This design comes from an exercise in tuning for small area, a short achievable clock period and few clock cycles per item on the open sky130 flow, not from production work.
Where RTL was checked, it was by simulation tests only, not by an equivalence proof against the original.
No functional check of the RTL was part of runs 2 to 5.

`flow/run.sh`:
```
#!/bin/bash
# synth_recipe.tcl (not shown) runs the flow's synth.tcl, then flattens the netlist and writes it again
# the make line also repeats each setting of config.mk as NAME=value (left out here)
make -C /OpenROAD-flow-scripts/flow DESIGN_CONFIG=/design/flow/config.mk WORK_HOME=/design/flow/orfs CLKGATE_MAP_FILE= SYNTH_SCRIPT=/design/flow/synth_recipe.tcl finish
```
`flow/config.mk`:
```
export PLATFORM = sky130hd
export DESIGN_NAME = xtea_top
export DESIGN_NICKNAME = xtea_top
export VERILOG_FILES = /design/flow/design.v
export SDC_FILE = /design/flow/constraint.sdc
export NUM_CORES = 4
export LEC_CHECK = 0
export CAP_MARGIN = 20
export CORE_MARGIN = 2
export CORE_UTILIZATION = 40
export SLEW_MARGIN = 20
```
`flow/constraint.sdc`:
```
create_clock -name core_clock -period 10.0 [get_ports {clock}]
set_input_delay 2.0000 -clock core_clock [delete_from_list [all_inputs] [get_ports {clock}]]
set_output_delay 2.0000 -clock core_clock [all_outputs]
set_load 0.01 [all_outputs]
```
`flow/design.v`:
```
module xtea_enc(
    input clock, reset, en, start,
    input[127:0] data_i, key,
    output ready,
    output[127:0] data_o
);
reg[127:0] d, k, result;
wire[31:0] y0, z0, y1, z1;
assign y0 = d[127:96], z0 = d[95:64],
       y1 = d[ 63:32], z1 = d[31:0];
reg[31:0] sum, delta;
wire[1:0] idx;
wire[31:0] key_at_idx;
reg[6:0] i;
reg[2:0] EA, PE;
always @(posedge clock, posedge reset)
begin
    if(reset) begin
        EA <= 3'b000;
    end
    else begin
        EA <= PE;
    end
end
always @*
begin
case(EA)
        3'b000:
            if(start && en) PE <= 3'b001;
            else            PE <= 3'b000;
        3'b001:
            if(i<32)    PE <= 3'b010;
            else        PE <= 3'b101;
        3'b010:      PE <= 3'b011;
        3'b011:      PE <= 3'b001;
        3'b101:          PE <= 3'b000;
        default:        PE <= 3'b000;
    endcase
end
always @(posedge clock, posedge reset)
begin
    if(reset) begin
        d <= 0;
        k <= 0;
        result <= 0;
        sum <= 0;
        delta <= 32'h9E3779B9;
        i <= 0;
    end
    else
        case(EA)
            3'b000:
            begin
                d <= {data_i[31:0], data_i[63:32], data_i[95:64], data_i[127:96]};
                k <= {key[31:0], key[63:32], key[95:64], key[127:96]};
                sum <= 0;
                delta <= 32'h9E3779B9;
                i <= 0;
            end
            3'b011:
            begin
                d[95:64] <= z0 + ((((y0 << 4) ^ (y0 >> 5)) + y0) ^ (sum + key_at_idx));
                d[31:0] <= z1 + ((((y1 << 4) ^ (y1 >> 5)) + y1) ^ (sum + key_at_idx));
                i <= i + 1;
            end
            3'b010:
            begin
                d[127:96] <= y0 + ((((z0 << 4) ^ (z0 >> 5)) + z0) ^ (sum + key_at_idx));
                d[63:32] <= y1 + ((((z1 << 4) ^ (z1 >> 5)) + z1) ^ (sum + key_at_idx));
                sum <= sum + delta;
            end
            3'b101:
                result <= d;
            default: begin 
            end
        endcase
end
assign ready = (EA == 3'b101) ? 1 : 0;
assign data_o = {result[31:0], result[63:32], result[95:64], result[127:96]};
assign idx = (EA == 3'b010) ? sum & 3 :
             (EA == 3'b011) ? (sum>>11) & 3 : 0;
assign key_at_idx = (idx == 0) ? k[127:96] :
                    (idx == 1) ? k[ 95:64] : 
                    (idx == 2) ? k[ 63:32] : k[31:0];
endmodule
module xtea_dec(
    input clock, reset, en, start,
    input[127:0] data_i, key,
    output ready,
    output[127:0] data_o
);
reg[127:0] d, k, result;
wire[31:0] y0, z0, y1, z1;
assign y0 = d[127:96], z0 = d[95:64],
       y1 = d[ 63:32], z1 = d[31:0];
reg[31:0] sum, delta;
wire[1:0] idx;
wire[31:0] key_at_idx;
reg[6:0] i;
reg[2:0] EA, PE;
always @(posedge clock, posedge reset)
begin
    if(reset) begin
        EA <= 3'b000;
    end
    else begin
        EA <= PE;
    end
end
always @*
begin
case(EA)
        3'b000:
            if(start && !en) PE <= 3'b001;
            else             PE <= 3'b000;
        3'b001:
            if(i<32)    PE <= 3'b011;
            else        PE <= 3'b101;
        3'b011:      PE <= 3'b010;
        3'b010:      PE <= 3'b001;
        3'b101:          PE <= 3'b000;
        default:        PE <= 3'b000;
    endcase
end
always @(posedge clock, posedge reset)
begin
    if(reset) begin
        d <= 0;
        k <= 0;
        result <= 0;
        sum <= 32'hC6EF3720;
        delta <= 32'h9E3779B9;
        i <= 0;
    end
    else
        case(EA)
            3'b000:
            begin
                d <= {data_i[31:0], data_i[63:32], data_i[95:64], data_i[127:96]};
                k <= {key[31:0], key[63:32], key[95:64], key[127:96]};
                sum <= 32'hC6EF3720;
                delta <= 32'h9E3779B9;
                i <= 0;
            end
            3'b010:
            begin
                d[127:96] <= y0 - ((((z0 << 4) ^ (z0 >> 5)) + z0) ^ (sum + key_at_idx));
                d[63:32] <= y1 - ((((z1 << 4) ^ (z1 >> 5)) + z1) ^ (sum + key_at_idx));
                i <= i + 1;
            end
            3'b011:
            begin
                d[95:64] <= z0 - ((((y0 << 4) ^ (y0 >> 5)) + y0) ^ (sum + key_at_idx));
                d[31:0] <= z1 - ((((y1 << 4) ^ (y1 >> 5)) + y1) ^ (sum + key_at_idx));
                sum <= sum - delta;
            end
            3'b101:
            begin
                result <= d;
            end
            default: begin 
            end
        endcase
end
assign ready = (EA == 3'b101) ? 1 : 0;
assign data_o = {result[31:0], result[63:32], result[95:64], result[127:96]};
assign idx = (EA == 3'b010) ? sum & 3 :
             (EA == 3'b011) ? (sum>>11) & 3 : 0;
assign key_at_idx = (idx == 0) ? k[127:96] :
                    (idx == 1) ? k[ 95:64] : 
                    (idx == 2) ? k[ 63:32] : k[31:0];
endmodule
module xtea_top(
    input clock, reset, cfg, start,
    input[127:0] data_i, key,
    output busy, ready,
    output[127:0] data_o
);
reg[2:0] EA, PE;
wire[127:0] enc_out, dec_out;
wire enc_r, dec_r;
always @(posedge clock, posedge reset)
begin
    if(reset) begin
        EA <= 3'b000;
    end
    else begin
        EA <= PE;
    end
end
always @*
begin
    case(EA)
        3'b000:
        begin
            if(start && cfg)   
                PE <= 3'b001;
            else if(start && !cfg) 
                    PE <= 3'b010;
                 else 
                    PE <= 3'b000;
        end
        3'b001:
            if(enc_r)   PE <= 3'b011;
            else        PE <= 3'b001;
        3'b010:
            if(dec_r)   PE <= 3'b100;
            else        PE <= 3'b010;
        3'b011:      PE <= 3'b000;
        3'b100:      PE <= 3'b000;
        default:        PE <= 3'b000;
    endcase
end
xtea_enc ENC_DRIVER(
    .clock(clock), .reset(reset), .en(cfg),
    .start(start && (EA == 3'b000)), .data_i(data_i), .key(key), 
    .ready(enc_r), .data_o(enc_out)
);
xtea_dec DEC_DRIVER(
    .clock(clock), .reset(reset), .en(cfg),
    .start(start && (EA == 3'b000)), .data_i(data_i), .key(key), 
    .ready(dec_r), .data_o(dec_out)
);
assign data_o = (EA == 3'b011) ? enc_out :
                (EA == 3'b100) ? dec_out : 0;
assign ready = (EA == 3'b011) || (EA == 3'b100);
assign busy = (EA != 3'b000) ? 1 : 0; 
endmodule
```
==> flow_summary.json, run 1 <==
{
  "yosys.area.top_type": "dfrtp_1",
  "fin_util_pct": 46.4,
  "timing.final.crit_share_pct": 86.5,
  "grt_pass1_vias": 57013,
  "synth_fp_nets": 8199,
  "max_freq_mhz": 116,
  "fin_area_um2": 77400,
  "crit_cells": 32,
  "num_rows": 150,
  "place_hpwl_um": 209000,
  "netlist.area_leader.share_pct": 31.3,
  "cts-resized-gates": 0,
  "start_kind": "register",
  "ios": 390,
  "critPathBufInv": 1,
  "grt_use_met1_pct": 42.9,
  "cts_tree": "done",
  "cts-root-buf": "clkbuf_16",
  "hold_buffers": 0,
  "r2r_cells": 32,
  "end_kind": "register",
  "crit_end": "DEC_DRIVER.d[127]",
  "use_met2_pct": 47.3,
  "drc": 0,
  "synthCells": 7339,
  "finalNetCount": 8515,
  "drive_above_1_share_pct": 9.91,
  "initial_utilization_pct": 40.2,
  "synth_common_cells": "929 x nand2_1, 838 x dfrtp_1, 582 x ha_1, 541 x xnor2_1, 505 x o21ai_0",
  "worst_r2r_endpoint": "DEC_DRIVER.d[127]",
  "cp_slowest_stage_delay_ns": 0.82,
  "htreeDepth": 3,
  "regArea_um2": 21400,
  "synth_seq_cells": 855,
  "port_buffers": 389,
  "grt_pass1_wl_um": 392000,
  "cts_made_buffers": 102,
  "gr-usage-met3_pct": 4.68,
  "grt_setup_unrepaired": "no",
  "clock_skew_ns": 0.0642,
  "path_clk_slew_ns": 0.07,
  "syn2layout_area_growth_pct": 15.6,
  "grt_remaining_overflow": 0,
  "multi_input_area_um2": 44400,
  "finalHoldViolCount": 0,
  "finalCriticalPeriod_ns": 8.65,
  "synth_area_um2": 67000,
  "cts_num_sinks": 855,
  "antenna_found_initial": 6,
  "setup_violations": 0,
  "fin_hold_ws_ns": 0.469,
  "clock_latency_ns": 0.79,
  "critical-path-slowest-cell": "xor2_2",
  "grt-busiest-layer": "met2",
  "grt_max_degree": 189,
  "crit_fanout": 34,
  "ys_warn_count": 3,
  "die_x_um": 413,
  "critPathLaunch": "DEC_DRIVER.EA[0]",
  "drt_iter0_markers": 5803,
  "postCtsSetupRepairBufs": 0,
  "drv_slew": 0,
  "worst_slack_ns": 1.35,
  "num_vias": 59517,
  "ys.flop_type": "dfrtp_1",
  "dr.pass1.iters": 6,
  "avgSynthCellArea_um2": 9.12,
  "cts.path.max_buffers": 3,
  "critPathKind": "register to register",
  "die_h_um": 413,
  "place_ws_ns": 1.64,
  "ys_seq_area_share_pct": 32.0,
  "hp-class": "register to register",
  "worst_pin_slew_ns": 1.26,
  "reg2reg_slack_ns": 1.35,
  "wl_um": 271000,
  "synth_cell_types": 93,
  "async_flop_share_pct": 100,
  "synth_most_common_cell": "nand2_1",
  "r2r-start": "DEC_DRIVER.EA[0]",
  "synth_edf_count": 0,
  "ant_nets": 0,
  "vias_per_cell": 5.98,
  "drv_cap": 0,
  "fillers": 16163,
  "path_delay_family": "compound AO/OA/AOI/OAI gates",
  "dpl_cell_area_um2": 73700,
  "maxSlewHeadroom_pct": 15.2,
  "worstPathRequired_ns": 10.58,
  "die_area_um2": 171000,
  "yosys-top-cells-area": "dfrtp_1 31%, ha_1 11%, xnor2_1 7.1%, mux2_2 6.3%, xor2_1 5.4%",
  "outcome": "finished clean",
  "place_congestion": 1.02,
  "coreArea_um2": 167000,
  "wl_per_cell_um": 27.3,
  "crit_arrival_ns": 9.22,
  "tns_ns": 0,
  "track_usage_pct": 31.1
}
-- layout make-up --
| type | count | area share [%] |
|---|---|---|
| multi-input cells | 6084 | 57.3 |
| flip-flops and latches | 855 | 27.7 |
| repair buffers | 477 | 5.97 |
| clock buffers | 149 | 3.81 |
| well taps | 2204 | 3.56 |
| clock inverters | 43 | 0.984 |
| inverters | 135 | 0.659 |
| diodes | 4 | 0.0129 |
-- worst register-to-register path, delay by kind of cell, from the launching register on --
kind | cells | cell delay (ns)
AOI/OAI and AO/OA | 16 | 3.26
xor gates and xnor gates | 4 | 1.47
adders and majority gates | 3 | 1.10
buffers and inverters | 1 | 0.08
DFF | 1 | 0.54
muxes | 1 | 0.40
and+or+nand+nor | 7 | 1.60
-- cell families (layout without fill, tap and decap cells) --
family                   count (synthesis)  count (layout)  share of synthesized area (%)
flip-flops                             855             855                           32.0
AO/OA/AOI/OAI                         2176            2176                           21.3
other                                    0               4                              0
XOR/XNOR                               955             955                           12.5
multiplexers                           482             482                           7.91
AND/OR/NAND/NOR                       1871            1871                           12.6
adder cells (fa/ha/maj)                600             600                           11.4
buffers and inverters                  400             804                           2.25
-- registers in the layout, summed over array words and instances (netlist names), 32 cells and up --
| name | count |
|---|---|
| ENC_DRIVER.result | 128 |
| DEC_DRIVER.sum | 32 |
| DEC_DRIVER.d | 128 |
| DEC_DRIVER.k | 128 |
| ENC_DRIVER.k | 128 |
| ENC_DRIVER.sum | 32 |
| ENC_DRIVER.d | 128 |
| DEC_DRIVER.result | 128 |
-- cells in the final DEF (no fill, tap or decap), drive strengths merged, types with 329 or more instances in the layout --
cell type | Yosys | layout
nor2 | 329 | 329
clkdlybuf4s50 | 0 | 389
a21oi | 500 | 500
xor2 | 411 | 411
o21ai | 526 | 526
mux2 | 377 | 377
nand2 | 929 | 929
xnor2 | 543 | 543
ha | 582 | 582
dfrtp | 838 | 838
-- layer usage --
metal	routed length [um]	part of all wire (%)
met4	15100	5.6
met2	118000	43
met3	18700	6.9
met5	13	0.0048
met1	120000	44
-- how the worst min path moves through the flow --
| stage | slack, ns | depth (start not counted) | endpoint | from |
|---|---|---|---|---|
| floorplan | 0.44 | 2 | DEC_DRIVER.k[100] | DEC_DRIVER.k[100] |
| CTS | 0.47 | 2 | DEC_DRIVER.k[123] | DEC_DRIVER.k[123] |
| detailed placement | 0.45 | 2 | DEC_DRIVER.k[117] | DEC_DRIVER.k[117] |
| global route | 0.49 | 2 | DEC_DRIVER.k[98] | DEC_DRIVER.k[98] |
| finish | 0.47 | 2 | DEC_DRIVER.k[98] | DEC_DRIVER.k[98] |
| global placement | 0.45 | 2 | DEC_DRIVER.k[105] | DEC_DRIVER.k[105] |
-- metrics by stage --
step | cells
6_report | 9951
3_5_place_dp | 9755
2_1_floorplan | 7339
3_3_place_gp | 9755
5_1_grt | 9947
4_1_cts | 9947
Testbench counts, summed over its fixed seeds: cycles 32,000, ops 320.
==> run 2, diff against run 1 <==
==> flow/design.v (replaced) <==
module xtea_top(
    input clock, reset, cfg, start,
    input[127:0] data_i, key,
    output busy, ready,
    output[127:0] data_o
);
localparam [31:0] DELTA = 32'h9E3779B9;
reg        busy_r, ready_r;
reg        dec;
reg [6:0]  cnt;
reg [31:0] a0, b0, a1, b1;
reg [127:0] k;
reg [31:0] s;     
reg [31:0] skr;   
always @(posedge clock, posedge reset)
begin
    if(reset) begin
        busy_r  <= 1'b0;
        ready_r <= 1'b0;
    end
    else begin
        busy_r  <= busy_r ? !ready_r : start;
        ready_r <= busy_r && !ready_r && (cnt == 7'd64);
    end
end
assign busy  = busy_r;
assign ready = ready_r;
wire swp = dec ? (cnt == 7'd0) : (cnt == 7'd64);
wire [1:0]  idx = cnt[0] ? s[1:0] : s[12:11];
wire [31:0] kx  = (idx == 2'd0) ? k[ 31: 0] :
                  (idx == 2'd1) ? k[ 63:32] :
                  (idx == 2'd2) ? k[ 95:64] : k[127:96];
wire [31:0] sk_next = (s + kx) ^ {32{dec}};
wire        s_upd = cnt[0] ^ dec;
function [31:0] mix(input [31:0] v);
    mix = ((v << 4) ^ (v >> 5)) + v;
endfunction
wire [31:0] n0 = a0 + (mix(b0) ^ skr) + {31'd0, dec};
wire [31:0] n1 = a1 + (mix(b1) ^ skr) + {31'd0, dec};
always @(posedge clock)
begin
    if(!busy_r) begin
        a0  <= data_i[ 31: 0];
        b0  <= data_i[ 63:32];
        a1  <= data_i[ 95:64];
        b1  <= data_i[127:96];
        k   <= key;
        dec <= !cfg;
        cnt <= 7'd0;
        s   <= cfg ? DELTA : 32'hC6EF3720;
        skr <= key[31:0];
    end
    else begin
        a0  <= b0;
        a1  <= b1;
        b0  <= swp ? a0 : n0;
        b1  <= swp ? a1 : n1;
        cnt <= cnt + 7'd1;
        skr <= sk_next;
        if(s_upd)
            s <= dec ? s - DELTA : s + DELTA;
    end
end
assign data_o = {a1, b1, a0, b0};
endmodule
==> run 2 against run 1 <==
Compared with the run above: setup slack better by 2.9 ns; clock skew down 0.032 ns; final area is 64% lower; die area fell by 66%; final cell count is 66% lower; critical path depth decreased by 10; area after synthesis fell by 67%; global-route usage down 7.6 points; sequential share of layout area up 1.5 points; clock-buffer cell count is 96 lower.
==> flow_summary.json, run 2 <==
{
  "grt_max_degree": 98,
  "maxSlewHeadroom_pct": 32.1,
  "cts_num_sinks": 330,
  "finalCriticalPeriod_ns": 5.77,
  "async_flop_share_pct": 0.606,
  "ys_seq_area_share_pct": 37.1,
  "wl_um": 69400,
  "layout_common_cells": "389 x clkdlybuf4s50_1, 261 x a21oi_1, 199 x nor2_1, 199 x ha_1, 179 x xnor2_1",
  "end_kind": "register",
  "cts-resized-gates": 0,
  "regMostFlops": "k",
  "yosys.area.top_type": "edfxtp_1",
  "tns_ns": 0,
  "die_x_um": 239,
  "grt_pass1_vias": 18240,
  "worstPathRequired_ns": 10.43,
  "hold_buffers": 0,
  "cp_slowest_stage_delay_ns": 0.79,
  "initial_utilization_pct": 40.3,
  "wl_per_cell_um": 20.5,
  "drc": 0,
  "cts_made_buffers": 42,
  "synth_edf_count": 161,
  "fin_util_pct": 51.3,
  "synth_most_common_cell": "a21oi_1",
  "clock_skew_ns": 0.0318,
  "drive_above_1_share_pct": 8.48,
  "coreArea_um2": 55000,
  "finalHoldViolCount": 0,
  "synth_cell_types": 93,
  "synth_seq_cells": 330,
  "grt_pass1_wl_um": 104000,
  "critPathKind": "register to register",
  "worstHoldStart": "a0[0]",
  "drv_slew": 0,
  "avgSynthCellArea_um2": 9.93,
  "vias_per_cell": 5.40,
  "netlist.area_leader.share_pct": 21.8,
  "worst_slack_ns": 4.23,
  "num_vias": 18331,
  "hp-class": "register to register",
  "max_freq_mhz": 173,
  "cts_tree": "done",
  "critPathLaunch": "b0[5]",
  "cts-root-buf": "clkbuf_16",
  "die_area_um2": 57300,
  "cts.path.max_buffers": 3,
  "cpMostUsedCell": "a21oi_1",
  "place_congestion": 0.921,
  "worstPathCellList": "ha_1 > fa_1 > a21o_1 > a21oi_1 > o21ai_1 > a2111oi_1 > o31ai_1 > a21oi_1 > o21bai_1 > a21oi_1 > xnor2_1 > ha_1 > nand2_1 > nor3_1 > nand3_1 > nor3_1 > and3b_1 > o31ai_1 > xnor3_1 > nand2_1 > xor2_1 > a21oi_1",
  "place_hpwl_um": 53800,
  "setup_violations": 0,
  "critical-path-slowest-cell": "a2111oi_1",
  "drt_iter0_markers": 1143,
  "synth_area_um2": 22200,
  "fillers": 5050,
  "ant_nets": 0,
  "die_h_um": 239,
  "syn2layout_area_growth_pct": 27.3,
  "worst_pin_slew_ns": 1.02,
  "synth_fp_nets": 2700,
  "place_ws_ns": 4.24,
  "ios": 390,
  "largest_register_ffs": 128,
  "synth_common_cells": "261 x a21oi_1, 199 x ha_1, 199 x nor2_1, 179 x xnor2_1, 167 x dfxtp_1",
  "yosys-top-cells-area": "edfxtp_1 22%, dfxtp_1 15%, ha_1 11%, xnor2_1 7.1%, a21oi_1 5.9%",
  "num_rows": 86,
  "final_common_cell": "clkdlybuf4s50_1",
  "htreeDepth": 2,
  "postCtsSetupRepairBufs": 0,
  "grt_remaining_overflow": 0,
  "start_kind": "register",
  "multi_input_area_um2": 13500,
  "dr.pass1.iters": 5,
  "drv_cap": 0,
  "outcome": "finished clean",
  "crit_fanout": 6,
  "antenna_found_initial": 2,
  "path_clk_slew_ns": 0.06,
  "clock_latency_ns": 0.59,
  "ys.flop_type": "dfxtp_1",
  "fin_hold_ws_ns": 0.507,
  "regArea_um2": 8230,
  "finalNetCount": 3077,
  "timing.final.crit_share_pct": 57.7,
  "port_buffers": 389,
  "grt_setup_unrepaired": "no",
  "synthCells": 2233,
  "r2r-start": "b0[5]",
  "ys_warn_count": 1,
  "crit_arrival_ns": 6.20,
  "track_usage_pct": 23.5
}
-- run 2: changes by cell type in the layout (fill, tap and decap cells not counted), sizes merged, moves of 235 or more --
cell | previous run | this run
ha | 582 | 199
xnor2 | 543 | 179
o21ai | 526 | 96
a21oi | 500 | 265
dfrtp | 838 | 2
xor2 | 411 | 135
nand2 | 929 | 116
mux2 | 377 | 76
-- run 2: critical path: cells and delay by family, from the launching register on --
kind / cells / cell delay, ns
compound gates: 10 / 2.59
simple gates: 6 / 1.09
flops: 1 / 0.38
fa+ha+maj: 3 / 1.05
xor+xnor: 3 / 0.52
-- run 2: stage by stage --
| step | std cells | instance area [um2] |
|---|---|---|
| after floorplan | 2233 | 22200 |
| after global placement | 3314 | 26900 |
| after detailed placement | 3314 | 26900 |
| after CTS | 3390 | 28200 |
| after global routing | 3392 | 28200 |
| final | 3392 | 28200 |
-- run 2: layer usage --
metal  share of wire [%]  global-route usage (%)
met1                  46                    31.5
met2                  47                    39.7
met3                 5.1                    3.32
met4                 2.2                    6.06
met5                   0                       0
-- run 2: worst paths after layout --
check                      endpoint  slack, ns  cells after the start
min in group asynchronous   ready_r       1.59                      2
min reg2reg                   b0[0]       0.51                      2
min                           b0[0]       0.51                      2
max                          b0[31]       4.23                     22
max reg2reg                  b0[31]       4.23                     22
max in group asynchronous    busy_r       8.24                      2
-- run 2: cell type report --
cell class	count	share of cell area [%]
clock buffer	53	4.05
multi-input combinational	1787	48.0
inverter	50	0.683
tap	748	3.32
timing repair buffer	399	14.1
sequential	330	29.2
clock inverter	23	0.732
antenna	2	0.0177
-- run 2: cell families (layout without fill, tap and decap cells) --
logic type	count (synthesis)	after routing	share of synthesized area, %
adders and majority gates	207	207	11.9
and+or+nand+nor	511	511	10.8
AOI/OAI and AO/OA	642	642	18.4
DFF	330	330	37.1
xor gates and xnor gates	315	315	12.5
buffers and inverters	116	525	2.00
other	0	2	0
muxes	112	112	7.29
==> run 3, diff against run 2 <==
--- a/flow/design.v
+++ b/flow/design.v
@@ -13,4 +13,5 @@
 reg [31:0] s;     
 reg [31:0] skr;   
+reg [1:0]  idx;   
 always @(posedge clock, posedge reset)
 begin
@@ -27,5 +28,4 @@
 assign ready = ready_r;
 wire swp = dec ? (cnt == 7'd0) : (cnt == 7'd64);
-wire [1:0]  idx = cnt[0] ? s[1:0] : s[12:11];
 wire [31:0] kx  = (idx == 2'd0) ? k[ 31: 0] :
                   (idx == 2'd1) ? k[ 63:32] :
@@ -33,4 +33,6 @@
 wire [31:0] sk_next = (s + kx) ^ {32{dec}};
 wire        s_upd = cnt[0] ^ dec;
+wire [12:0] s_nx  = !s_upd ? s[12:0] : dec ? s[12:0] - DELTA[12:0] : s[12:0] + DELTA[12:0];
+wire [1:0]  idx_next = cnt[0] ? s_nx[12:11] : s_nx[1:0];
 function [31:0] mix(input [31:0] v);
     mix = ((v << 4) ^ (v >> 5)) + v;
@@ -50,4 +52,5 @@
         s   <= cfg ? DELTA : 32'hC6EF3720;
         skr <= key[31:0];
+        idx <= {1'b1, cfg};
     end
     else begin
@@ -58,4 +61,5 @@
         cnt <= cnt + 7'd1;
         skr <= sk_next;
+        idx <= idx_next;
         if(s_upd)
             s <= dec ? s - DELTA : s + DELTA;
--- a/flow/config.mk
+++ b/flow/config.mk
@@ -8,4 +8,5 @@
 export CAP_MARGIN = 20
 export CORE_MARGIN = 2
-export CORE_UTILIZATION = 40
+export CORE_UTILIZATION = 70
+export SETUP_SLACK_MARGIN = 5
 export SLEW_MARGIN = 20
==> run 3 against run 2 <==
Compared with the run above: still clean; clock-buffer cell count unchanged; critical path depth decreased by 2; routed wire length increased by 19%; synthesized cell count decreased by 0.13%; sequential cell count increased by 2; area after synthesis decreased by 0.95%; die area decreased by 43%; critical path type unchanged; critical endpoint is now b0[24]; highest routed layer is now met5.
==> flow_summary.json, run 3 <==
{
  "finalHoldViolCount": 0,
  "drive_above_1_share_pct": 12.6,
  "fin_util_pct": 92.0,
  "vias_per_cell": 7.10,
  "place_congestion": 0.963,
  "cts_made_buffers": 37,
  "drv_cap": 0,
  "reg2reg_slack_ns": 4.84,
  "antenna_found_initial": 2,
  "clock_latency_ns": 0.55,
  "fin_area_um2": 28300,
  "max_freq_mhz": 194,
  "worstPathRequired_ns": 10.42,
  "worst_slack_ns": 4.84,
  "num_rows": 64,
  "die_h_um": 181,
  "synth_most_common_cell": "a21oi_1",
  "ys_warn_count": 1,
  "path_clk_slew_ns": 0.06,
  "hold_buffers": 0,
  "drc": 0,
  "die_x_um": 181,
  "critPathKind": "register to register",
  "final_common_cell": "clkdlybuf4s50_1",
  "ios": 390,
  "drv_slew": 0,
  "initial_utilization_pct": 71.4,
  "netlist.area_leader.share_pct": 22.0,
  "async_flop_share_pct": 0.602,
  "dpl_cell_area_um2": 26200,
  "grt_setup_unrepaired": "yes",
  "timing.final.crit_share_pct": 51.6,
  "grt_pass1_vias": 21575,
  "grt_remaining_overflow": 0,
  "crit_arrival_ns": 5.58,
  "hp-class": "register to register",
  "synth_common_cells": "235 x a21oi_1, 199 x ha_1, 187 x nor2_1, 173 x xnor2_1, 169 x dfxtp_1",
  "cts.path.max_buffers": 3,
  "place_ws_ns": 4.38,
  "ant_nets": 0,
  "clock_skew_ns": 0.0269,
  "avgSynthCellArea_um2": 9.85,
  "drt_iter0_markers": 3538,
  "synth_edf_count": 161,
  "synth_area_um2": 22000,
  "worst_hold_path.num_cells": 2,
  "synth_fp_nets": 2697,
  "port_buffers": 389,
  "worst_pin_slew_ns": 1.06,
  "coreArea_um2": 30700,
  "die_area_um2": 32800,
  "track_usage_pct": 46.5,
  "finalCriticalPeriod_ns": 5.16,
  "regMostFlops": "k",
  "htreeDepth": 2,
  "num_vias": 21796,
  "crit_fanout": 5,
  "yosys-top-cells-area": "edfxtp_1 22%, dfxtp_1 15%, ha_1 11%, xnor2_1 6.9%, xor2_1 5.4%",
  "synth_cell_types": 71,
  "grt_max_degree": 93,
  "ys.flop_type": "dfxtp_1",
  "cts-root-buf": "clkbuf_16",
  "cts_num_sinks": 332,
  "maxSlewHeadroom_pct": 29.6,
  "syn2layout_area_growth_pct": 28.8,
  "tns_ns": 0,
  "synthCells": 2230,
  "wl_um": 82500,
  "start_kind": "register",
  "dr.pass1.iters": 10,
  "finalNetCount": 3110,
  "synth_seq_cells": 332,
  "setup_violations": 0,
  "ys_seq_area_share_pct": 37.6,
  "outcome": "finished clean",
  "end_kind": "register",
  "largest_register_ffs": 128,
  "cts_tree": "done",
  "yosys.area.top_type": "edfxtp_1",
  "r2r_cells": 20,
  "wl_per_cell_um": 26.9,
  "layout_common_cells": "389 x clkdlybuf4s50_1, 219 x a21oi_1, 186 x ha_1, 182 x nor2_1, 166 x xnor2_1",
  "grt_pass1_wl_um": 120000,
  "place_hpwl_um": 52100
}
## run 3: cell type report
| class | count | area, um2 |
|---|---|---|
| diodes | 2 | 5.00 |
| repair buffers | 446 | 4330 |
| fillers | 1110 | 2460 |
| clock inverters | 13 | 148 |
| inverters | 52 | 200 |
| flip-flops and latches | 332 | 8330 |
| clock buffers | 53 | 1060 |
| well taps | 396 | 495 |
| multi-input cells | 1774 | 13700 |
## run 3: timing repair
item | CTS | global route
setup endpoints to repair | 21 | 27
gates cloned | 0 | 0
buffers inserted | 12 | 33
gates resized for setup | 40 | 99
pin swaps | 21 | 82
## run 3: path summary, 6_finish.rpt
| kind | start | end |
|---|---|---|
| worst max-delay path | b0[8] | b0[24] |
| worst min-delay path | a1[4] | b1[4] |
| worst max register to register | b0[8] | b0[24] |
| worst min register to register | a1[4] | b1[4] |
| max in group asynchronous | reset | busy_r |
| min in group asynchronous | reset | busy_r |
## run 3: worst max-delay path, cell delays in order, from the launching register on
cell and delay (ns):
dfxtp_2 0.36, ha_1 0.38, a21o_1 0.23, a31oi_2 0.25
o21bai_2 0.14, a21o_1 0.21, a21oi_1 0.24, xnor2_1 0.15
ha_1 0.39, a21oi_1 0.20, nor2b_1 0.08, o21ai_1 0.14
nand2b_1 0.08, a21o_1 0.23, o31a_1 0.41, a2111oi_4 0.32
nor2_1 0.13, or4b_4 0.53, a311o_1 0.33, a21oi_1 0.15
nor2_1 0.07
## run 3: per-layer routing
layer / wire, um / global-route usage [%] / vias up / part of all wire, %
li1: - / - / 8956 / -
met1: 26400 / 53.4 / 9997 / 32
met2: 37900 / 77.9 / 2103 / 46
met3: 10500 / 10.8 / 738 / 13
met4: 7670 / 31.0 / 2 / 9.3
met5: 11 / 0 / - / 0.013
## run 3: kinds of logic (layout without fill, tap and decap cells)
family / after synthesis / in the layout / share of synthesized area, %
other: 0 / 2 / 0
muxes: 109 / 109 / 7.20
adders and majority gates: 207 / 207 / 12.1
AOI/OAI and AO/OA: 625 / 625 / 17.8
xor gates and xnor gates: 310 / 310 / 12.4
buffers and inverters: 124 / 564 / 2.12
and+or+nand+nor: 523 / 523 / 10.8
DFF: 332 / 332 / 37.6
## run 3: per-stage QoR
step / std cells / hold slack [ns]
floorplan: 2230 / 0.502
global placement: 2955 / 0.487
detailed placement: 2955 / 0.492
CTS: 3033 / 0.515
global route: 3067 / 0.528
finish: 3068 / 0.504
==> run 4, diff against run 3 <==
==> flow/flow/run.sh (new file) <==
#!/bin/bash
# Standard layout, except that the port buffers are the smallest buffer.
set -euo pipefail
export BUFFER_PORTS_ARGS="-buffer_cell sky130_fd_sc_hd__buf_1"
bash standard.sh > standard.log 2>&1
==> flow/standard.sh (new file) <==
#!/bin/bash
# synth_recipe.tcl (not shown) runs the flow's synth.tcl, then flattens the netlist and writes it again
# the make line also repeats each setting of config.mk as NAME=value (left out here)
make -C /OpenROAD-flow-scripts/flow DESIGN_CONFIG=/design/flow/config.mk WORK_HOME=/design/flow/orfs CLKGATE_MAP_FILE= SYNTH_SCRIPT=/design/flow/synth_recipe.tcl "${@:-finish}"
--- a/flow/config.mk
+++ b/flow/config.mk
@@ -9,4 +9,3 @@
 export CORE_MARGIN = 2
 export CORE_UTILIZATION = 70
-export SETUP_SLACK_MARGIN = 5
 export SLEW_MARGIN = 20
removed: flow/run.sh
==> run 4 against run 3 <==
Compared with the run above: sequential share of layout area grew 3.7 points; non-clock buffer count shrank 45; first-iteration DRC count shrank 58%; clock skew shrank 0.011 ns; via count shrank 12%; critical path depth grew 4; setup slack lost 0.66 ns; hold slack lost 0.0053 ns; critical path type unchanged; critical endpoint is now b1[31]; highest routed layer unchanged.
==> flow_summary.json, run 4 <==
{
  "outcome": "finished clean",
  "grt_pass1_vias": 19034,
  "finalNetCount": 3064,
  "coreArea_um2": 30700,
  "place_hpwl_um": 47000,
  "cts_made_buffers": 36,
  "critPathLaunch": "b1[6]",
  "grt_max_degree": 94,
  "grt_remaining_overflow": 0,
  "ys_warn_count": 1,
  "drv_slew": 0,
  "regMostFlops": "k",
  "final_common_cell": "buf_1",
  "crit_fanout": 6,
  "wl_per_cell_um": 20.9,
  "cts-root-buf": "clkbuf_16",
  "fin_hold_ws_ns": 0.499,
  "worst_hold_path.num_cells": 2,
  "initial_utilization_pct": 71.4,
  "clock_latency_ns": 0.54,
  "cts-resized-gates": 0,
  "track_usage_pct": 37.3,
  "synth_cell_types": 71,
  "drv_cap": 0,
  "synth_most_common_cell": "a21oi_1",
  "avgSynthCellArea_um2": 9.85,
  "dr.pass1.iters": 5,
  "antenna_found_initial": 3,
  "drt_iter0_markers": 1501,
  "maxSlewHeadroom_pct": 35.3,
  "fin_util_pct": 81.2,
  "hp-class": "register to register",
  "netlist.area_leader.share_pct": 22.0,
  "place_congestion": 1.01,
  "cts.path.max_buffers": 3,
  "yosys-top-cells-area": "edfxtp_1 22%, dfxtp_1 15%, ha_1 11%, xnor2_1 6.9%, xor2_1 5.4%",
  "finalCriticalPeriod_ns": 5.82,
  "synth_seq_cells": 332,
  "htreeDepth": 2,
  "ys.flop_type": "dfxtp_1",
  "synth_edf_count": 161,
  "timing.final.crit_share_pct": 58.2,
  "num_rows": 64,
  "clock_skew_ns": 0.0158,
  "layout_common_cells": "389 x buf_1, 235 x a21oi_1, 199 x ha_1, 187 x nor2_1, 173 x xnor2_1",
  "max_freq_mhz": 172,
  "synth_area_um2": 22000,
  "n_antenna_cell": 0,
  "num_vias": 19226,
  "finalHoldViolCount": 0,
  "wl_um": 63100,
  "async_flop_share_pct": 0.602,
  "start_kind": "register",
  "postCtsSetupRepairBufs": 0,
  "setup_violations": 0,
  "die_h_um": 181,
  "tns_ns": 0,
  "cts_num_sinks": 332,
  "r2r-start": "b1[6]",
  "end_kind": "register",
  "worst_r2r_endpoint": "b1[31]",
  "fin_area_um2": 25000,
  "crit_arrival_ns": 6.27,
  "min_to": "b1[27]",
  "worstHoldStart": "a1[27]",
  "die_area_um2": 32800,
  "hold_buffers": 0,
  "worstPathRequired_ns": 10.45,
  "path_clk_slew_ns": 0.06,
  "port_buffers": 389,
  "synthCells": 2230,
  "dpl_cell_area_um2": 23800,
  "worst_pin_slew_ns": 0.971,
  "die_x_um": 181,
  "critPathKind": "register to register",
  "ant_nets": 0,
  "largest_register_ffs": 128,
  "synth_fp_nets": 2697,
  "grt_setup_unrepaired": "no",
  "reg2reg_slack_ns": 4.18,
  "grt_pass1_wl_um": 97500,
  "ios": 390,
  "r2r_cells": 24,
  "cts_tree": "done",
  "vias_per_cell": 6.37,
  "drive_above_1_share_pct": 7.16,
  "ys_seq_area_share_pct": 37.6,
  "drc": 0,
  "yosys.area.top_type": "edfxtp_1",
  "synth_common_cells": "235 x a21oi_1, 199 x ha_1, 187 x nor2_1, 173 x xnor2_1, 169 x dfxtp_1",
  "syn2layout_area_growth_pct": 13.7
}
[run 4: cell counts after synthesis]
Identical to the previous run, type by type.
[run 4: worst max-delay path by stage]
stage             end  slack [ns]  depth (start not counted)
4_1_cts        b1[31]        4.29                         23
3_5_place_dp   b1[31]        4.32                         23
6_report       b1[31]        4.18                         24
2_1_floorplan     dec        4.88                          4
5_1_grt        b1[31]        3.74                         23
3_3_place_gp   b0[31]        4.51                         23
[run 4: routing by layer]
| metal | wire length (um) | GRT usage [%] | share of wire, % |
|---|---|---|---|
| met1 | 24300 | 46.4 | 39 |
| met2 | 30000 | 63.7 | 48 |
| met3 | 5760 | 6.31 | 9.1 |
| met4 | 2980 | 17.0 | 4.7 |
| met5 | 34 | 0 | 0.054 |
[run 4: critical path: stages (launching register included)]
cell and delay, ns:
dfxtp_1 0.48, ha_1 0.29, a21o_1 0.18, a21o_1 0.20, a21o_1 0.20, a2111oi_0 0.66
nor2_1 0.21, a221oi_1 0.46, nor2_1 0.07, o21ai_1 0.11, and2_1 0.19, o21bai_1 0.09
a21oi_1 0.18, xnor2_1 0.09, ha_1 0.38, and2_1 0.18, nand2_1 0.07, or3_1 0.34
o21ai_1 0.33, a31oi_1 0.19, a211o_1 0.30, xnor2_1 0.19, xnor2_1 0.16, nand2_1 0.08
o211ai_1 0.09
[run 4: kinds of logic (layout without fill, tap and decap cells)]
family,Yosys count,after routing,share of synthesized area (%)
xor gates and xnor gates,310,310,12.4
DFF,332,332,37.6
adders and majority gates,207,207,12.1
AOI/OAI and AO/OA,625,625,17.8
muxes,109,109,7.20
buffers and inverters,124,518,2.12
and+or+nand+nor,523,523,10.8
[run 4: final cells by class]
cell class / instances / area, um2
clock buffer: 46 / 1010
sequential: 332 / 8270
fill: 1927 / 5780
inverter: 52 / 200
clock inverter: 19 / 211
multi-input combinational: 1774 / 13200
timing repair buffer: 401 / 1550
tap: 396 / 495
[run 4: metrics by stage]
step,setup slack (ns),cells
2_1_floorplan,4.88,2230
3_3_place_gp,4.51,2955
3_5_place_dp,4.32,2955
4_1_cts,4.29,3020
5_1_grt,3.74,3020
6_report,4.18,3020
==> run 5, diff against run 4 <==
--- a/flow/design.v
+++ b/flow/design.v
@@ -27,5 +27,6 @@
 assign busy  = busy_r;
 assign ready = ready_r;
-wire swp = dec ? (cnt == 7'd0) : (cnt == 7'd64);
+reg swp;
+wire run = !swp;
 wire [31:0] kx  = (idx == 2'd0) ? k[ 31: 0] :
                   (idx == 2'd1) ? k[ 63:32] :
@@ -38,6 +39,6 @@
     mix = ((v << 4) ^ (v >> 5)) + v;
 endfunction
-wire [31:0] n0 = a0 + (mix(b0) ^ skr) + {31'd0, dec};
-wire [31:0] n1 = a1 + (mix(b1) ^ skr) + {31'd0, dec};
+wire [31:0] n0 = a0 + ((mix(b0) ^ skr) & {32{run}}) + {31'd0, dec & run};
+wire [31:0] n1 = a1 + ((mix(b1) ^ skr) & {32{run}}) + {31'd0, dec & run};
 always @(posedge clock)
 begin
@@ -53,10 +54,12 @@
         skr <= key[31:0];
         idx <= {1'b1, cfg};
+        swp <= !cfg;
     end
     else begin
         a0  <= b0;
         a1  <= b1;
-        b0  <= swp ? a0 : n0;
-        b1  <= swp ? a1 : n1;
+        b0  <= n0;
+        b1  <= n1;
+        swp <= !dec && (cnt == 7'd63);
         cnt <= cnt + 7'd1;
         skr <= sk_next;
==> flow/flow/run.sh (replaced) <==
#!/bin/bash
# Standard layout, except that the port buffers are the smallest buffer and
# timing repair aims well below the clock period.
set -euo pipefail
export BUFFER_PORTS_ARGS="-buffer_cell sky130_fd_sc_hd__buf_1"
bash standard.sh SETUP_SLACK_MARGIN=6.5 finish > standard.log 2>&1
--- a/flow/config.mk
+++ b/flow/config.mk
@@ -8,4 +8,4 @@
 export CAP_MARGIN = 20
 export CORE_MARGIN = 2
-export CORE_UTILIZATION = 70
+export CORE_UTILIZATION = 60
 export SLEW_MARGIN = 20
==> run 5 against run 4 <==
Compared with the run above: sequential cell count is 1 higher; die area increased by 14%; non-clock buffer count rose by 134.
==> flow_summary.json, run 5 <==
{
  "outcome": "finished clean",
  "setup_violations": 0,
  "critPathKind": "register to register",
  "avgSynthCellArea_um2": 10.4,
  "finalCriticalPeriod_ns": 5.26,
  "syn2layout_area_growth_pct": 28.6,
  "synthCells": 2055,
  "ys_seq_area_share_pct": 38.6,
  "place_hpwl_um": 47300,
  "drc": 0,
  "netlist.area_leader.share_pct": 22.5,
  "cts_num_sinks": 333,
  "ant_nets": 0,
  "grt_setup_unrepaired": "yes",
  "cts.path.max_buffers": 3,
  "synth_fp_nets": 2514,
  "yosys.area.top_type": "edfxtp_1",
  "grt_pass1_wl_um": 96300,
  "worstPathRequired_ns": 10.45,
  "tns_ns": 0,
  "ys.flop_type": "dfxtp_1",
  "drv_cap": 0,
  "synth_cell_types": 68,
  "place_ws_ns": 4.52,
  "start_kind": "register",
  "port_buffers": 389,
  "max_freq_mhz": 190,
  "synth_area_um2": 21500,
  "clock_skew_ns": 0.0230,
  "cts-root-buf": "clkbuf_16",
  "finalHoldViolCount": 0,
  "synth_seq_cells": 333,
  "clock_latency_ns": 0.58,
  "worst_slack_ns": 4.74,
  "track_usage_pct": 33.9,
  "cts_made_buffers": 39,
  "die_area_um2": 37300,
  "ys_warn_count": 1,
  "fillers": 2354,
  "largest_register_ffs": 128,
  "wl_um": 66500,
  "final_common_cell": "buf_1",
  "ios": 390,
  "multi_input_area_um2": 14400,
  "layout_common_cells": "389 x buf_1, 187 x xnor2_1, 161 x nor2_1, 161 x edfxtp_1, 154 x ha_1",
  "crit_fanout": 4,
  "worst_pin_slew_ns": 1.15,
  "htreeDepth": 2,
  "maxSlewHeadroom_pct": 22.9,
  "timing.final.crit_share_pct": 52.6,
  "drv_slew": 0,
  "drt_iter0_markers": 1167,
  "grt_pass1_vias": 17847,
  "dr.pass1.iters": 5,
  "drive_above_1_share_pct": 23.9,
  "async_flop_share_pct": 0.601,
  "grt_max_degree": 117,
  "antenna_found_initial": 7,
  "initial_utilization_pct": 60.6,
  "grt_remaining_overflow": 0,
  "wl_per_cell_um": 21.6,
  "synth_edf_count": 161,
  "die_h_um": 193,
  "crit_arrival_ns": 5.71,
  "num_rows": 69,
  "path_clk_slew_ns": 0.06,
  "finalNetCount": 3038,
  "cts_tree": "done",
  "place_congestion": 0.990,
  "hold_buffers": 0,
  "coreArea_um2": 35400,
  "end_kind": "register",
  "hp-class": "register to register",
  "synth_most_common_cell": "xnor2_1",
  "vias_per_cell": 6.01,
  "regMostFlops": "k",
  "num_vias": 18497,
  "yosys-top-cells-area": "edfxtp_1 23%, dfxtp_1 16%, ha_1 11%, xnor2_1 8.0%, mux2_2 6.1%",
  "die_x_um": 193,
  "regArea_um2": 8370,
  "synth_common_cells": "197 x xnor2_1, 191 x ha_1, 170 x dfxtp_1, 169 x nor2_1, 164 x a21oi_1"
}
run 5: logic make-up after synthesis:
kind of cell / share of synthesized area, %
AND/OR/NAND/NOR: 9.40
flip-flops: 38.6
AO/OA/AOI/OAI: 16.2
multiplexers: 9.59
buffers and inverters: 1.61
adder cells (fa/ha/maj): 11.9
XOR/XNOR: 12.7
run 5: timing repair:
action / 4_1_cts / 5_1_grt
gates resized for setup: 184 / 119
endpoints found under the setup margin: 79 / 73
buffers inserted: 92 / 43
cloned: 3 / 1
pin swaps: 129 / 110
run 5: path summary, 6_finish.rpt:
path | from | end | slack (ns) | depth (start not counted)
max | b0[0] | b0[30] | 4.74 | 23
min | cnt[6] | ready_r | 0.49 | 2
max reg2reg | b0[0] | b0[30] | 4.74 | 23
min reg2reg | cnt[6] | ready_r | 0.49 | 2
max in group asynchronous | reset | busy_r | 8.59 | 2
min in group asynchronous | reset | ready_r | 1.26 | 2
run 5: critical path, cell delays in order, from the launching register on:
cell      delay, ns
dfxtp_2        0.39
xor2_1         0.21
ha_1           0.28
and2_4         0.19
a221oi_4       0.27
a211oi_2       0.13
or4b_4         0.58
a31oi_4        0.14
o21bai_1       0.10
a21o_1         0.17
a21oi_2        0.12
xnor2_1        0.12
nor2_1         0.07
ha_2           0.30
or2_1          0.23
a21o_1         0.16
a31o_2         0.19
a21o_1         0.15
a41o_1         0.21
a221o_1        0.35
a41o_1         0.21
o41a_1         0.33
xnor2_1        0.17
a21oi_1        0.08
run 5: metal layers:
metal	GRT usage [%]	vias to the layer above	part of all wire, %
met3	4.67	174	5.8
li1	-	8698	-
met5	0	-	0
met1	41.2	8939	40
met4	16.5	0	5.0
met2	59.1	686	49
run 5: layout make-up:
cell class                 count  share of cell area (%)
multi-input combinational   1630                    52.1
sequential                   333                    30.4
timing repair buffer         535                    10.1
clock buffer                  52                    3.79
tap                          461                    2.09
clock inverter                18                   0.907
inverter                      39                   0.563
antenna                        7                  0.0635
timing repair inverter         1                  0.0272
run 5: stage by stage:
stage | cells | hold WS [ns] | util [%] | instance area [um2]
after floorplan | 2055 | 0.437 | - | 21900
after global placement | 2860 | 0.475 | 67.1 | 23700
after detailed placement | 2860 | 0.479 | 67.1 | 23700
after CTS | 3025 | 0.491 | 75.3 | 26700
after global routing | 3076 | 0.513 | 77.9 | 27600
final | 3076 | 0.490 | 77.9 | 27600

[afterwards: timing with drivers on the ports]
The results above use ideal ports. As a check the final layouts listed here were re-extracted and re-timed, cells and wires unchanged. Step 1 assumes that a clkbuf_16 drives the clock port and a buf_2 every other input. Step 2 adds t to the input delays and takes it off the output delays; t is the mean of the earliest and latest rising clock arrival at the registers after step 1. Input paths then give back, and output paths get back, about the clock's delay inside the block. Three values: no drivers, after step 1, after step 2; two values: the first two.
run | shift t [ns] | setup slack, ns | worst setup path after step 2 | latest minus earliest clock arrival (ns) | worst register clock-pin slew, ns
run 1 | 0.842 | 1.353 / 1.353 / 1.353 | register to register | 0.065 / 0.065 | 0.07 / 0.07
run 2 | 0.626 | 4.232 / 4.232 / 4.232 | register to register | 0.032 / 0.032 | 0.06 / 0.06
run 3 | 0.591 | 4.841 / 4.841 / 4.841 | register to register | 0.028 / 0.029 | 0.07 / 0.07
run 4 | 0.582 | 4.181 / 4.181 / 4.181 | register to register | 0.016 / 0.016 | 0.07 / 0.07
run 5 | 0.623 | 4.742 / 4.742 / 4.742 | register to register | 0.024 / 0.023 | 0.07 / 0.07
After both steps every run listed still meets setup and hold.
